This is an optimization exercise on Yosys and OpenROAD, whose aim is small area and a short achievable clock period, not a production implementation.
At most, simulation tests tie the RTL to the original design; equivalence was not proved.
Power and IR drop assume default switching activity.

==> flow/design.v (excerpt) <==
module ula_top (
    input         clk,
    input  [31:0] in1,
    input  [31:0] in2,
    input  [4:0]  op,
    output [31:0] result,
    output        zero
);
==> flow/config.mk <==
export PLATFORM = sky130hd
export DESIGN_NAME = ula_top
export DESIGN_NICKNAME = ula_top
export VERILOG_FILES = /design/flow/design.v
export SDC_FILE = /design/flow/constraint.sdc
export NUM_CORES = 4
export LEC_CHECK = 0
export CAP_MARGIN = 20
export CORE_MARGIN = 2
export CORE_UTILIZATION = 60
export CTS_BUF_LIST = sky130_fd_sc_hd__clkbuf_8
export SETUP_SLACK_MARGIN = 2.95
export SLEW_MARGIN = 20
==> flow/constraint.sdc <==
create_clock -name core_clock -period 5.5 [get_ports {clk}]
set_input_delay 1.1000 -clock core_clock [delete_from_list [all_inputs] [get_ports {clk}]]
set_output_delay 1.1000 -clock core_clock [all_outputs]
set_load 0.01 [all_outputs]
standard.sh (not shown) runs the stock make flow with config.mk's settings and CLKGATE_MAP_FILE= SYNTH_SCRIPT=/design/flow/synth_recipe.tcl, a recipe that flattens the netlist after the stock synthesis.
==> flow/flow/run.sh <==
#!/bin/bash
# Own layout flow: the standard flow (standard.sh) with three changes:
#  - synthesis maps the logic with the ABC script in flow/abc.script
#    (registers are mapped by the standard steps, unchanged);
#  - synthesis leaves the adder's half adders to ABC instead of mapping
#    them to ha cells first (no ADDER_MAP_FILE);
#  - the port buffers are plain buf_1 cells.
# Each tool's output goes to a log file in this folder.
set -euo pipefail
HERE=$(pwd)
# synthesis script: the standard one, with ORFS's synth.tcl calling abc with our script
sed "s#log_cmd abc {\*}\$abc_args#set abc_args [lreplace \$abc_args 1 1 $HERE/flow/abc.script]\n  log_cmd abc {*}\$abc_args#" \
    "$FLOW_HOME/scripts/synth.tcl" > "$HERE/synth_own.tcl"
grep -q "flow/abc.script" "$HERE/synth_own.tcl"
sed "s#source \$::env(SCRIPTS_DIR)/synth.tcl#source $HERE/synth_own.tcl#" synth_recipe.tcl > synth_recipe_own.tcl
grep -q "synth_own.tcl" synth_recipe_own.tcl
export BUFFER_PORTS_ARGS="-buffer_cell sky130_fd_sc_hd__buf_1"
bash standard.sh SYNTH_SCRIPT="$HERE/synth_recipe_own.tcl" ADDER_MAP_FILE= finish > standard.log 2>&1
==> flow/flow/abc.script <==
&get -n
&st
&dch
&nf -p -R 100
&put
buffer -c
topo
stime -c
upsize -c
dnsize -c
The baseline passed the timing, design-rule and antenna checks.
Rerun with:
--- a/flow/design.v
+++ b/flow/design.v
@@ -1,46 +1,46 @@
 module ula (
     input  [31:0] A,        
-    input  [31:0] P,        
+    input  [31:0] B,        
     input         Cin,      
     input         Fill,     
     input  [1:0]  Sel,      
     input         SetInv,
     output [31:0] Result
 );
     wire [31:0] sum;
     wire        cout;
-    add32p_hc u_add (.a(A), .p(P), .cin(Cin), .sum(sum), .cout(cout));
-    wire [4:0]  sh = P[4:0] ^ A[4:0];
+    add32_hc u_add (.a(A), .b(B), .cin(Cin), .sum(sum), .cout(cout));
+    wire [3:0]  sh = B[3:0];
     wire [31:0] r0 = sh[0] ? {{1{Fill}},  A[31:1]}  : A;
     wire [31:0] r1 = sh[1] ? {{2{Fill}},  r0[31:2]} : r0;
     wire [31:0] r2 = sh[2] ? {{4{Fill}},  r1[31:4]} : r1;
     wire [31:0] r3 = sh[3] ? {{8{Fill}},  r2[31:8]} : r2;
-    wire [31:0] shr = sh[4] ? {{16{Fill}}, r3[31:16]} : r3;
+    wire [31:0] shr = r3;
     wire [31:0] shl;
     genvar i;
     generate
         for (i = 0; i < 32; i = i + 1) begin : g_rev
             assign shl[i] = shr[31 - i];
         end
     endgenerate
     wire SelSum = (Sel == 2'd0);
     wire SelShr = (Sel == 2'd1);
     wire SelShl = (Sel == 2'd2);
     wire SelSet = (Sel == 2'd3);
     assign Result = ({32{SelSum}} & sum)
                   | ({32{SelShr}} & shr)
                   | ({32{SelShl}} & shl)
                   | {31'b0, SelSet & (cout ^ SetInv)};
 endmodule
-module add32p_hc(input [31:0] a, input [31:0] p, input cin, output [31:0] sum, output cout);
+module add32_hc(input [31:0] a, input [31:0] b, input cin, output [31:0] sum, output cout);
   wire [32:0] g0, p0;
-  assign g0 = {a & ~p, cin};
-  assign p0 = {p, 1'b0};
+  assign g0 = {a & b, cin};
+  assign p0 = {a ^ b, 1'b0};
   wire g1 = g0[1] | (p0[1] & g0[0]);
   wire p1 = p0[1] & p0[0];
   wire g2 = g0[3] | (p0[3] & g0[2]);
   wire p2 = p0[3] & p0[2];
   wire g3 = g0[5] | (p0[5] & g0[4]);
   wire p3 = p0[5] & p0[4];
   wire g4 = g0[7] | (p0[7] & g0[6]);
   wire p4 = p0[7] & p0[6];
@@ -265,47 +265,53 @@
             5'd8, 5'd11:  begin lut = 4'b0000; rev = 1'b1; bkeep = 1'b1; sel_shl = 1'b1; end  
             5'd9, 5'd12:  begin bkeep = 1'b1; sel_shr = 1'b1; end    
             5'd10, 5'd13: begin bkeep = 1'b1; sel_shr = 1'b1; sra = 1'b1; end  
             5'd14, 5'd26, 5'd27: sel_sum = 1'b1;                     
             5'd25: begin lut = 4'b0000; lui = 1'b1; sel_sum = 1'b1; end  
             default: begin lut = 4'b0000; sel_sum = 1'b1; end        
         endcase
     end
+    wire        s16   = in2[4];
+    wire [3:0]  lut_s = ((sel_shr | sel_shl) & s16) ? 4'b0000 : lut;
+    wire        rev0  = rev & ~s16;
+    wire        rev16 = rev & s16;
+    wire        shr16 = sel_shr & s16;
+    wire        fil16 = shr16 & sra & in1[31];
     wire [31:0] a_n, b_n;
     genvar i;
     generate
         for (i = 0; i < 32; i = i + 1) begin : g_prep
-            wire l = lut[{in1[i], in2[i]}];
-            wire r = rev & in1[31 - i];
+            wire l = lut_s[{in1[i], in2[i]}];
+            wire r = rev0 & in1[31 - i];
             if (i >= 16) begin : g_hi
-                assign a_n[i] = l | r | (lui & in2[i - 16]);
+                assign a_n[i] = l | r | (lui & in2[i - 16]) | fil16;
             end else begin : g_lo
-                assign a_n[i] = l | r;
+                assign a_n[i] = l | r | (rev16 & in1[15 - i]) | (shr16 & in1[i + 16]);
             end
         end
     endgenerate
     assign b_n = (in2 & {32{bkeep}}) ^ {32{binv}};
-    reg [31:0] a_q, p_q;
+    reg [31:0] a_q, b_q;
     reg        cin_q, fill_q, set_inv_q;
     reg [1:0]  sel_q;
     reg [31:0] result_q;
     wire [31:0] alu_result;
     ula u_ula (
         .A(a_q),
-        .P(p_q),
+        .B(b_q),
         .Cin(cin_q),
         .Fill(fill_q),
         .Sel(sel_q),
         .SetInv(set_inv_q),
         .Result(alu_result)
     );
     always @(posedge clk) begin
         a_q       <= a_n;
-        p_q       <= a_n ^ b_n;
+        b_q       <= b_n;
         cin_q     <= cin;
         fill_q    <= sra & in1[31];
         sel_q     <= {sel_shl | sel_set, sel_shr | sel_set};
         set_inv_q <= set_inv;
         result_q  <= alu_result;
     end
     assign result = result_q;
     assign zero   = ~|result_q;
What happened: The changed run ran to the end with no violations; area after synthesis came out lower by 1.8%; die area came out lower by 1.8%; via count came out higher by 2.0%; sequential cell count does not change; critical path depth came out higher by 1; global-route usage came out higher by 4.4 points; sequential share of layout area came out higher by 0.24 points; final area stays flat.
No functional check of the RTL was part of any run of this note.


ula_top, a different RTL version from the one above (not shown whole).
For scale: roughly 1,100 cells after synthesis, about 100 flip-flops, about 0.0073 sq mm of cells after synthesis.
==> module ula, before the edit <==
module ula (
    input  [31:0] A,        
    input  [31:0] B,        
    input         Cin,      
    input  [1:0]  Sel,      
    input         SetInv,   
    output [31:0] Result
);
    wire [31:0] sum;
    wire        cout;
    add32_hc u_add (.a(A), .b(B), .cin(Cin), .sum(sum), .cout(cout));
    wire        Fill = SetInv & A[31];
    wire [4:0]  sh = B[4:0];
    wire [31:0] r0 = sh[0] ? {{1{Fill}},  A[31:1]}  : A;
    wire [31:0] r1 = sh[1] ? {{2{Fill}},  r0[31:2]} : r0;
    wire [31:0] r2 = sh[2] ? {{4{Fill}},  r1[31:4]} : r1;
    wire [31:0] r3 = sh[3] ? {{8{Fill}},  r2[31:8]} : r2;
    wire [31:0] shr = sh[4] ? {{16{Fill}}, r3[31:16]} : r3;
    wire [31:0] shl;
    genvar i;
    generate
        for (i = 0; i < 32; i = i + 1) begin : g_rev
            assign shl[i] = shr[31 - i];
        end
    endgenerate
    wire SelSum = (Sel == 2'd0);
    wire SelShr = (Sel == 2'd1);
    wire SelShl = (Sel == 2'd2);
    wire SelSet = (Sel == 2'd3);
    assign Result = ({32{SelSum}} & sum)
                  | ({32{SelShr}} & shr)
                  | ({32{SelShl}} & shl)
                  | {31'b0, SelSet & (cout ^ SetInv)};
endmodule
==> module ula_top, before the edit <==
module ula_top (
    input         clk,
    input  [31:0] in1,
    input  [31:0] in2,
    input  [4:0]  op,
    output [31:0] result,
    output        zero
);
    reg [3:0] lut;
    reg       rev, lui, bkeep, binv, cin, sel_sum, sel_shr, sel_shl, sel_set,
              set_inv, sra;
    always @(*) begin
        lut = 4'b1100;    
        {rev, lui, bkeep, binv, cin, sel_sum, sel_shr, sel_shl, sel_set,
         set_inv, sra} = 11'b0;
        case (op)
            5'd0, 5'd17: begin lut = 4'b1000; sel_sum = 1'b1; end   
            5'd1, 5'd18: begin lut = 4'b1110; sel_sum = 1'b1; end   
            5'd3, 5'd19: begin lut = 4'b0110; sel_sum = 1'b1; end   
            5'd4:        begin lut = 4'b0001; sel_sum = 1'b1; end   
            5'd2, 5'd16: begin bkeep = 1'b1; sel_sum = 1'b1; end    
            5'd6: begin bkeep = 1'b1; binv = 1'b1; cin = 1'b1; sel_sum = 1'b1; end  
            5'd5, 5'd7, 5'd23, 5'd24: begin                         
                bkeep = 1'b1; binv = 1'b1; cin = 1'b1; sel_set = 1'b1; set_inv = 1'b1;
            end
            5'd20: begin lut = 4'b0110; binv = 1'b1; sel_set = 1'b1; set_inv = 1'b1; end  
            5'd21: begin lut = 4'b0110; binv = 1'b1; sel_set = 1'b1; end  
            5'd8, 5'd11:  begin lut = 4'b0000; rev = 1'b1; bkeep = 1'b1; sel_shl = 1'b1; end  
            5'd9, 5'd12:  begin bkeep = 1'b1; sel_shr = 1'b1; end    
            5'd10, 5'd13: begin bkeep = 1'b1; sel_shr = 1'b1; sra = 1'b1; end  
            5'd14, 5'd26, 5'd27: sel_sum = 1'b1;                     
            5'd25: begin lut = 4'b0000; lui = 1'b1; sel_sum = 1'b1; end  
            default: begin lut = 4'b0000; sel_sum = 1'b1; end        
        endcase
    end
    wire [31:0] a_n, b_n;
    genvar i;
    generate
        for (i = 0; i < 32; i = i + 1) begin : g_prep
            wire l = lut[{in1[i], in2[i]}];
            wire r = rev & in1[31 - i];
            if (i >= 16) begin : g_hi
                assign a_n[i] = l | r | (lui & in2[i - 16]);
            end else begin : g_lo
                assign a_n[i] = l | r;
            end
        end
    endgenerate
    assign b_n = (in2 & {32{bkeep}}) ^ {32{binv}};
    reg [31:0] a_q, b_q;
    reg        cin_q, set_inv_q;
    reg [1:0]  sel_q;
    reg [31:0] result_q;
    wire [31:0] alu_result;
    ula u_ula (
        .A(a_q),
        .B(b_q),
        .Cin(cin_q),
        .Sel(sel_q),
        .SetInv(set_inv_q),
        .Result(alu_result)
    );
    always @(posedge clk) begin
        a_q       <= a_n;
        b_q       <= b_n;
        cin_q     <= cin;
        sel_q     <= {sel_shl | sel_set, sel_shr | sel_set};
        set_inv_q <= set_inv | sra;
        result_q  <= alu_result;
    end
    assign result = result_q;
    assign zero   = ~|result_q;
endmodule
Settings: LEC_CHECK=0, CAP_MARGIN=20, CORE_MARGIN=2, CORE_UTILIZATION=60, CTS_BUF_LIST=sky130_fd_sc_hd__clkbuf_8, SETUP_SLACK_MARGIN=2.95, SLEW_MARGIN=20; clock period 5.5 ns.
Scripts as last shown in full above: flow/flow/run.sh, flow/flow/abc.script
Rerun with:
--- a/flow/design.v
+++ b/flow/design.v
@@ -1,18 +1,18 @@
 module ula (
     input  [31:0] A,        
     input  [31:0] B,        
     input         Cin,      
+    input         Fill,     
     input  [1:0]  Sel,      
-    input         SetInv,   
+    input         SetInv,
     output [31:0] Result
 );
     wire [31:0] sum;
     wire        cout;
     add32_hc u_add (.a(A), .b(B), .cin(Cin), .sum(sum), .cout(cout));
-    wire        Fill = SetInv & A[31];
     wire [4:0]  sh = B[4:0];
     wire [31:0] r0 = sh[0] ? {{1{Fill}},  A[31:1]}  : A;
     wire [31:0] r1 = sh[1] ? {{2{Fill}},  r0[31:2]} : r0;
     wire [31:0] r2 = sh[2] ? {{4{Fill}},  r1[31:4]} : r1;
     wire [31:0] r3 = sh[3] ? {{8{Fill}},  r2[31:8]} : r2;
     wire [31:0] shr = sh[4] ? {{16{Fill}}, r3[31:16]} : r3;
@@ -282,29 +282,31 @@
                 assign a_n[i] = l | r;
             end
         end
     endgenerate
     assign b_n = (in2 & {32{bkeep}}) ^ {32{binv}};
     reg [31:0] a_q, b_q;
-    reg        cin_q, set_inv_q;
+    reg        cin_q, fill_q, set_inv_q;
     reg [1:0]  sel_q;
     reg [31:0] result_q;
     wire [31:0] alu_result;
     ula u_ula (
         .A(a_q),
         .B(b_q),
         .Cin(cin_q),
+        .Fill(fill_q),
         .Sel(sel_q),
         .SetInv(set_inv_q),
         .Result(alu_result)
     );
     always @(posedge clk) begin
         a_q       <= a_n;
         b_q       <= b_n;
         cin_q     <= cin;
+        fill_q    <= sra & in1[31];
         sel_q     <= {sel_shl | sel_set, sel_shr | sel_set};
-        set_inv_q <= set_inv | sra;
+        set_inv_q <= set_inv;
         result_q  <= alu_result;
     end
     assign result = result_q;
     assign zero   = ~|result_q;
 endmodule
The changed run completed without violations.
Maximum frequency goes up by 2.1%.
Non-clock buffer count goes down by 9.
Via count decreases by 6.3%.
Power goes down by 4.5%.
Synthesized area went up by 1.0%.
Global-route usage drops by 0.85 points.
Wire length went down by 4.6%.
Cell count decreases by 4.2%.
Sequential cell count is higher by 1.
Sequential share of layout area increases by 0.75 points.
Cell area decreases by 2.3%.
Function not checked in the first run of this note: the RTL went through the layout flow alone.

==> re-timing with driven ports <==
The flow's constraints put no driver on any port. The routed layouts listed below were extracted and timed again, unchanged, in two steps.
Step 1 sets driving cells, clkbuf_16 on the clock port and buf_2 on the other inputs (assumed; they add their load-dependent delay and slew).
Step 2, shift: input delay + t, output delay - t, t = (earliest + latest rising clock arrival at the registers) / 2. This alone moves slack from input paths to output paths.
Three values: ideal ports, drivers, drivers and shift; two values: the first two.
run	t (ns)	slack for setup (ns)	worst setup path at the end	latest minus earliest clock arrival (ns)	worst slew at a driven data input, ns
the first run of note 1	0.407	2.865 / 2.846 / 2.439	input to register	0.017 / 0.017	0.07
the second run of note 1	0.425	2.896 / 2.896 / 2.546	input to register	0.016 / 0.016	0.04
the first run of note 2	0.417	2.905 / 2.905 / 2.587	input to register	0.017 / 0.017	0.04
the second run of note 2	0.423	2.958 / 2.924 / 2.527	input to register	0.016 / 0.016	0.06
After both steps every run listed still meets setup and hold. The setup slack of the second run of note 2, which loses most, moves by -0.034 ns with the drivers and by -0.431 ns with both steps.
